Source: an optimization exercise on an open RTL-to-GDS flow (aim: a short achievable clock period and few clock cycles). Production flows keep margins and buffers that such runs may drop.
Where RTL was checked, it was by simulation tests only, not by an equivalence proof against the original.
The flow treats the clock pin as an ideal source, which a real chip does not have.
No activity file was given, so power comes from the tool's default toggle rates.

==> run Y: inputs <==
==> flow/design.v (excerpt) <==
module cpu(input clk, input rst_n, input [7:0] start_pc, input [15:0] ram_r_data,
           output waiting, output [15:0] out, output [15:0] ram_w_data, output N, output V, output Z, output [7:0] ram_addr, output ram_w_en);
==> flow/config.mk <==
export PLATFORM = sky130hd
export DESIGN_NAME = cpu
export DESIGN_NICKNAME = cpu
export VERILOG_FILES = /design/flow/design.v
export SDC_FILE = /design/flow/constraint.sdc
export NUM_CORES = 4
export LEC_CHECK = 0
export ABC_CLOCK_PERIOD_IN_PS = 2000
export CAP_MARGIN = 20
export CORE_MARGIN = 2
export CORE_UTILIZATION = 40
export PLACE_DENSITY = 0.6
export SETUP_SLACK_MARGIN = 3.6
export SLEW_MARGIN = 20
==> flow/constraint.sdc <==
create_clock -name core_clock -period 5.5 [get_ports {clk}]
set_input_delay 1.1000 -clock core_clock [delete_from_list [all_inputs] [get_ports {clk}]]
set_output_delay 1.1000 -clock core_clock [all_outputs]
set_load 0.01 [all_outputs]
standard.sh (not shown) runs the stock make flow with config.mk's settings and CLKGATE_MAP_FILE= SYNTH_SCRIPT=/design/flow/synth_recipe.tcl, a recipe that flattens the netlist after the stock synthesis.
==> flow/flow/run.sh <==
#!/bin/bash
# Layout flow: the standard flow, except for the clock tree.
#  1. standard synthesis, unchanged (bash standard.sh synth);
#  2. the rest of the standard flow, with flow/hand_cts.tcl run as ORFS's
#     PRE_CTS hook: it builds a two-level clock tree (root buffer, then one
#     leaf buffer per balanced group of registers). TritonCTS is then limited
#     to the clock port's net, which drives only the root buffer, so it adds
#     nothing; timing repair, routing and finishing are ORFS's own.
# Each step's make output goes to its own log here; ORFS's per-step logs are
# under orfs/logs.
set -euo pipefail
here=$(pwd)
bash standard.sh synth > synth.log 2>&1
bash standard.sh PRE_CTS_TCL="$here/flow/hand_cts.tcl" "CTS_ARGS=-clk_nets clk" finish > layout.log 2>&1
==> flow/flow/hand_cts.tcl <==
# Clock tree built by hand: the clock port drives one root buffer at the
# middle of the sinks, which drives one leaf buffer per group of registers;
# the groups are balanced (same number of registers each) and compact
# (registers sorted into columns by x, then each column into rows by y).
# TritonCTS is then told to leave these nets alone (CTS_ARGS -clk_nets clk).
proc hand_cts { ncols nrows } {
  set db [ord::get_db]
  set block [ord::get_db_block]
  set clknet [$block findNet clk]
  set bufm [$db findMaster sky130_fd_sc_hd__clkbuf_16]
  set pts {}
  foreach it [$clknet getITerms] {
    set l [[$it getInst] getLocation]
    lappend pts [list [lindex $l 0] [lindex $l 1] $it]
  }
  set n [llength $pts]
  set groups {}
  set bycol [lsort -integer -index 0 $pts]
  for {set c 0} {$c < $ncols} {incr c} {
    set a [expr {($n * $c) / $ncols}]
    set b [expr {($n * ($c + 1)) / $ncols - 1}]
    set col [lsort -integer -index 1 [lrange $bycol $a $b]]
    set m [llength $col]
    for {set r 0} {$r < $nrows} {incr r} {
      set a2 [expr {($m * $r) / $nrows}]
      set b2 [expr {($m * ($r + 1)) / $nrows - 1}]
      lappend groups [lrange $col $a2 $b2]
    }
  }
  foreach p $pts { [lindex $p 2] disconnect }
  set rootnet [odb::dbNet_create $block clk_root]
  $rootnet setSigType CLOCK
  set k 0
  set sx 0
  set sy 0
  foreach g $groups {
    set gx 0
    set gy 0
    foreach p $g { incr gx [lindex $p 0]; incr gy [lindex $p 1] }
    set gx [expr {$gx / [llength $g]}]
    set gy [expr {$gy / [llength $g]}]
    incr sx $gx
    incr sy $gy
    set lb [odb::dbInst_create $block $bufm clkleaf_$k]
    $lb setLocation $gx $gy
    $lb setPlacementStatus PLACED
    set ln [odb::dbNet_create $block clk_leaf_$k]
    $ln setSigType CLOCK
    [$lb findITerm A] connect $rootnet
    [$lb findITerm X] connect $ln
    foreach p $g { [lindex $p 2] connect $ln }
    incr k
  }
  set root [odb::dbInst_create $block $bufm clkroot]
  $root setLocation [expr {$sx / $k}] [expr {$sy / $k}]
  $root setPlacementStatus PLACED
  [$root findITerm A] connect $clknet
  [$root findITerm X] connect $rootnet
  puts "hand_cts: $n registers, $k leaf buffers"
  detailed_placement
}
hand_cts 4 6
==> run D: changes against run Y <==
--- a/flow/design.v
+++ b/flow/design.v
@@ -130,49 +130,66 @@
               i_x, i_w, i_l);
   wire h_movi, h_ldr, h_str, h_halt, h_ra, h_rbu, h_rcu, h_wr, h_add, h_and, h_notb, h_cmp, h_out;
   wire [2:0] h_dest; wire [7:0] h_rn, h_rm, h_rd; wire [6:0] h_bs;
   wire [2:0] h_x, h_w, h_l;
   idecoder DH(bq[0], d_dest, ex_dest, wb_dest, h_movi, h_ldr, h_str, h_halt, h_ra, h_rbu, h_rcu,
               h_wr, h_add, h_and, h_notb, h_cmp, h_out, h_dest, h_rn, h_rm, h_rd, h_bs,
               h_x, h_w, h_l);
+  wire r_movi, r_ldr, r_str, r_halt, r_ra, r_rbu, r_rcu, r_wr, r_add, r_and, r_notb, r_cmp, r_out;
+  wire [2:0] r_dest; wire [7:0] r_rn, r_rm, r_rd; wire [6:0] r_bs;
+  wire [2:0] r_x, r_w, r_l;
+  idecoder DR(ram_r_data, d_dest, ex_dest, wb_dest, r_movi, r_ldr, r_str, r_halt, r_ra, r_rbu, r_rcu,
+              r_wr, r_add, r_and, r_notb, r_cmp, r_out, r_dest, r_rn, r_rm, r_rd, r_bs,
+              r_x, r_w, r_l);
   wire [2:0] i_fw = {3{cw}} & i_w, i_fl = {3{cl}} & i_l;
   wire [2:0] i_use = {i_ra, i_rbu, i_rcu};
   wire i_st = ex_ldr & |(i_use & i_fw);
   wire [2:0] h_fx = {3{cx}} & h_x, h_fw = {3{cw}} & h_w, h_fl = {3{cl}} & h_l;
   wire [2:0] h_use = {h_ra, h_rbu, h_rcu};
   wire h_st = (d_add & |(h_use & h_fx)) | (ex_ldr & |(h_use & h_fw));
-  wire nx_v = ~take | bv[0];
+  wire [2:0] r_fx = {3{cx}} & r_x, r_fw = {3{cw}} & r_w, r_fl = {3{cl}} & r_l;
+  wire [2:0] r_use = {r_ra, r_rbu, r_rcu};
+  wire r_st = (d_add & |(r_use & r_fx)) | (ex_ldr & |(r_use & r_fw));
+  wire nx_v = ~take | bv[0] | arr_q;
   always @(posedge clk) begin
-    if (take) ir <= bq[0];
+    if (take) ir <= from_b ? bq[0] : ram_r_data;
     if (!take) begin
       d_movi <= i_movi; d_ldr <= i_ldr; d_str <= i_str; d_halt <= i_halt;
       d_wr <= i_wr; d_add <= i_add; d_and <= i_and; d_notb <= i_notb;
       d_cmp <= i_cmp; d_out <= i_out; d_dest <= i_dest;
       d_rn_oh <= i_rn; d_rm_oh <= i_rm; d_rd_oh <= i_rd; d_bsel <= i_bs;
       f_ex <= 3'b000; f_wb <= i_fw; f_ld <= i_fl & ~i_fw; f_rf <= ~(i_fw | i_fl);
-    end else begin
+    end else if (from_b) begin
       d_movi <= h_movi; d_ldr <= h_ldr; d_str <= h_str; d_halt <= h_halt;
       d_wr <= h_wr; d_add <= h_add; d_and <= h_and; d_notb <= h_notb;
       d_cmp <= h_cmp; d_out <= h_out; d_dest <= h_dest;
       d_rn_oh <= h_rn; d_rm_oh <= h_rm; d_rd_oh <= h_rd; d_bsel <= h_bs;
       f_ex <= h_fx; f_wb <= h_fw & ~h_fx; f_ld <= h_fl & ~h_fw & ~h_fx;
       f_rf <= ~(h_fx | h_fw | h_fl);
+    end else begin
+      d_movi <= r_movi; d_ldr <= r_ldr; d_str <= r_str; d_halt <= r_halt;
+      d_wr <= r_wr; d_add <= r_add; d_and <= r_and; d_notb <= r_notb;
+      d_cmp <= r_cmp; d_out <= r_out; d_dest <= r_dest;
+      d_rn_oh <= r_rn; d_rm_oh <= r_rm; d_rd_oh <= r_rd; d_bsel <= r_bs;
+      f_ex <= r_fx; f_wb <= r_fw & ~r_fx; f_ld <= r_fl & ~r_fw & ~r_fx;
+      f_rf <= ~(r_fx | r_fw | r_fl);
     end
     if (!rst_n) begin
       ir_v    <= 1'b0;
       stall_q <= 1'b0;
       cons_q  <= 1'b0;
     end else begin
       ir_v    <= nx_v;
-      stall_q <= ~take ? i_st : h_st;
-      cons_q  <= ~take ? (~i_halt & ~i_st) : (from_b & ~h_halt & ~h_st);
+      stall_q <= ~take ? i_st : from_b ? h_st : r_st;
+      cons_q  <= ~take ? (~i_halt & ~i_st) :
+                 from_b ? (~h_halt & ~h_st) : (arr_q & ~r_halt & ~r_st);
     end
   end
   wire pop  = from_b;
-  wire push = arr_q;
+  wire push = arr_q & ~(take & ~bv[0]);
   reg [15:0] sh_q [0:K-1];
   reg [K-1:0] sh_v;
   integer f;
   always @(*) begin
     for (f = 0; f < K; f = f + 1) begin
       sh_q[f] = (pop && f < K - 1) ? bq[(f < K - 1) ? f + 1 : f] : bq[f];
       sh_v[f] = pop ? ((f < K - 1) ? bv[(f < K - 1) ? f + 1 : f] : 1'b0) : bv[f];
==> flow/run.sh (new file) <==
#!/bin/bash
# synth_recipe.tcl (not shown) runs the flow's synth.tcl, then flattens the netlist and writes it again
# the make line also repeats each setting of config.mk as NAME=value (left out here)
make -C /OpenROAD-flow-scripts/flow DESIGN_CONFIG=/design/flow/config.mk WORK_HOME=/design/flow/orfs CLKGATE_MAP_FILE= SYNTH_SCRIPT=/design/flow/synth_recipe.tcl finish
SETUP_SLACK_MARGIN = 3.4   (was 3.6)
removed: flow/flow/run.sh
removed: flow/flow/hand_cts.tcl
removed: flow/standard.sh
==> run X: changes against run Y <==
--- a/flow/design.v
+++ b/flow/design.v
@@ -51,15 +51,15 @@
   reg [K-1:0] bv;                  
   reg [15:0] ir;
   reg        ir_v;
   reg        d_movi, d_ldr, d_str, d_halt, d_wr, d_add, d_out, d_cmp, d_and, d_notb;
   reg [2:0]  d_dest;
   reg [7:0]  d_rn_oh, d_rm_oh, d_rd_oh;
   reg [6:0]  d_bsel;               
-  reg [2:0]  f_ex, f_wb, f_ld, f_rf;   
+  reg [2:0]  f_ex, f_wb, f_rf;       
   reg        stall_q;
   reg        cons_q;               
   reg [15:0] a_q, b_q;
   reg        ex_add, ex_and, ex_notb;    
   reg        ex_wr, ex_out, ex_cmp, ex_ldr, ex_str;
   reg [2:0]  ex_dest;
   reg [7:0]  ex_imm;
@@ -102,19 +102,19 @@
     for (j = 0; j < 8; j = j + 1) begin
       rf_a = rf_a | ({16{d_rn_oh[j]}} & rf[j]);
       rf_b = rf_b | ({16{d_rm_oh[j]}} & rf[j]);
       rf_c = rf_c | ({16{d_rd_oh[j]}} & rf[j]);
     end
   end
   wire [15:0] va = ({16{f_ex[2]}} & ex_l) | ({16{f_wb[2]}} & wb_res) |
-                   ({16{f_ld[2]}} & ram_r_data) | ({16{f_rf[2]}} & rf_a);
+                   ({16{f_rf[2]}} & rf_a);
   wire [15:0] vb = ({16{f_ex[1]}} & ex_l) | ({16{f_wb[1]}} & wb_res) |
-                   ({16{f_ld[1]}} & ram_r_data) | ({16{f_rf[1]}} & rf_b);
+                   ({16{f_rf[1]}} & rf_b);
   wire [15:0] vc = ({16{f_ex[0]}} & ex_l) | ({16{f_wb[0]}} & wb_res) |
-                   ({16{f_ld[0]}} & ram_r_data) | ({16{f_rf[0]}} & rf_c);
+                   ({16{f_rf[0]}} & rf_c);
   wire [15:0] sximm5 = {{11{ir[4]}}, ir[4:0]};
   wire [15:0] sximm8 = {{8{ir[7]}}, ir[7:0]};
   wire [15:0] b_d = ({16{d_bsel[6]}} & sximm8) | ({16{d_bsel[5]}} & sximm5) |
                     ({16{d_bsel[4]}} & vc) | ({16{d_bsel[3]}} & vb) |
                     ({16{d_bsel[2]}} & {vb[14:0], 1'b0}) |
                     ({16{d_bsel[1] | d_bsel[0]}} & {d_bsel[0] & vb[15], vb[15:1]});
   wire take   = ~ir_v | consume;
@@ -132,34 +132,34 @@
   wire [2:0] h_dest; wire [7:0] h_rn, h_rm, h_rd; wire [6:0] h_bs;
   wire [2:0] h_x, h_w, h_l;
   idecoder DH(bq[0], d_dest, ex_dest, wb_dest, h_movi, h_ldr, h_str, h_halt, h_ra, h_rbu, h_rcu,
               h_wr, h_add, h_and, h_notb, h_cmp, h_out, h_dest, h_rn, h_rm, h_rd, h_bs,
               h_x, h_w, h_l);
   wire [2:0] i_fw = {3{cw}} & i_w, i_fl = {3{cl}} & i_l;
   wire [2:0] i_use = {i_ra, i_rbu, i_rcu};
-  wire i_st = ex_ldr & |(i_use & i_fw);
+  wire i_st = (ex_ldr & |(i_use & i_fw)) | |(i_use & i_fl & ~i_fw);
   wire [2:0] h_fx = {3{cx}} & h_x, h_fw = {3{cw}} & h_w, h_fl = {3{cl}} & h_l;
   wire [2:0] h_use = {h_ra, h_rbu, h_rcu};
-  wire h_st = (d_add & |(h_use & h_fx)) | (ex_ldr & |(h_use & h_fw));
+  wire h_st = (d_add & |(h_use & h_fx)) | (ex_ldr & |(h_use & h_fw)) |
+              |(h_use & h_fl & ~h_fw & ~h_fx);
   wire nx_v = ~take | bv[0];
   always @(posedge clk) begin
     if (take) ir <= bq[0];
     if (!take) begin
       d_movi <= i_movi; d_ldr <= i_ldr; d_str <= i_str; d_halt <= i_halt;
       d_wr <= i_wr; d_add <= i_add; d_and <= i_and; d_notb <= i_notb;
       d_cmp <= i_cmp; d_out <= i_out; d_dest <= i_dest;
       d_rn_oh <= i_rn; d_rm_oh <= i_rm; d_rd_oh <= i_rd; d_bsel <= i_bs;
-      f_ex <= 3'b000; f_wb <= i_fw; f_ld <= i_fl & ~i_fw; f_rf <= ~(i_fw | i_fl);
+      f_ex <= 3'b000; f_wb <= i_fw; f_rf <= ~i_fw;
     end else begin
       d_movi <= h_movi; d_ldr <= h_ldr; d_str <= h_str; d_halt <= h_halt;
       d_wr <= h_wr; d_add <= h_add; d_and <= h_and; d_notb <= h_notb;
       d_cmp <= h_cmp; d_out <= h_out; d_dest <= h_dest;
       d_rn_oh <= h_rn; d_rm_oh <= h_rm; d_rd_oh <= h_rd; d_bsel <= h_bs;
-      f_ex <= h_fx; f_wb <= h_fw & ~h_fx; f_ld <= h_fl & ~h_fw & ~h_fx;
-      f_rf <= ~(h_fx | h_fw | h_fl);
+      f_ex <= h_fx; f_wb <= h_fw & ~h_fx; f_rf <= ~(h_fx | h_fw);
     end
     if (!rst_n) begin
       ir_v    <= 1'b0;
       stall_q <= 1'b0;
       cons_q  <= 1'b0;
     end else begin
       ir_v    <= nx_v;
==> comparison table <==
metric	run D	run Y	run X
Post-placement worst setup slack	1.86 ns	2.40 ns	2.30 ns
Average routed wire per standard cell	26.2 µm	25.9 µm	25.2 µm
X dimension of the die	251 µm	247 µm	246 µm
Result of the run	no timing/DRC/antenna violations	no timing/DRC/antenna violations	no timing/DRC/antenna violations
Post-Layout Cell Count	3228	3077	2943
Final worst-path setup slack	3.33 ns	3.32 ns	3.35 ns
Detailed-routed wire length on met3	8970 µm	8660 µm	7010 µm
Sum of internal, switching and leakage power	11.4 mW	10.5 mW	13.0 mW
Multi-input logic cell count	1579	1430	1365
Pin slew with the least headroom to its limit	1.23 ns	1.16 ns	1.10 ns
Post-CTS Setup Repair Bufs	38	82	63
Register area share after synthesis	51.1%	53.2%	53.3%
Placeable Area	60500 µm²	57900 µm²	57700 µm²
Sequential share of power	43.4%	48.5%	44.8%
Final period utilization	39.4%	39.6%	39.1%
GRT met2 Usage	41.2%	39.6%	37.1%
Starting utilization of the core area	40.5%	40.6%	40.5%
Antenna violations before repair	0	1	0
Vias in the first global route	19443	17958	17141
Delay of the slowest cell on the worst path	0.43 ns	0.36 ns	0.34 ns
Testbench counts of run D, summed over its fixed seeds: cycles 13,816.
For run Y and run X, only the layout was checked, not whether the RTL still works.

## what the ideal ports hide
In the flow no input, the clock included, has a driving cell. The finished layouts below were timed again as built, in two steps. Step 1, drivers: a clkbuf_16 drives clk and a buf_2 each remaining input, both assumed. Step 2 moves the port delays by t, midway between the first and last clock arrival at a register: inputs arrive t later, outputs are due t later. That takes back most of the time a late clock gives input paths. Slacks: ideal ports / drivers / drivers and shift; pairs: ideal ports / drivers.
| run | t (ns) | setup WS [ns] | worst setup path after step 2 | cell pins on the clock port's net |
|---|---|---|---|---|
| run Y | 0.679 | 3.321 / 3.259 / 3.019 | input to register | 1 |
| run D | 0.669 | 3.331 / 3.293 / 2.778 | input to register | 1 |
| run X | 0.654 | 3.349 / 3.297 / 3.115 | input to register | 1 |
After both steps setup and hold are still met in every run listed. For run D, which loses most, drivers alone change the setup slack by -0.038 ns; drivers and shift together by -0.553 ns.
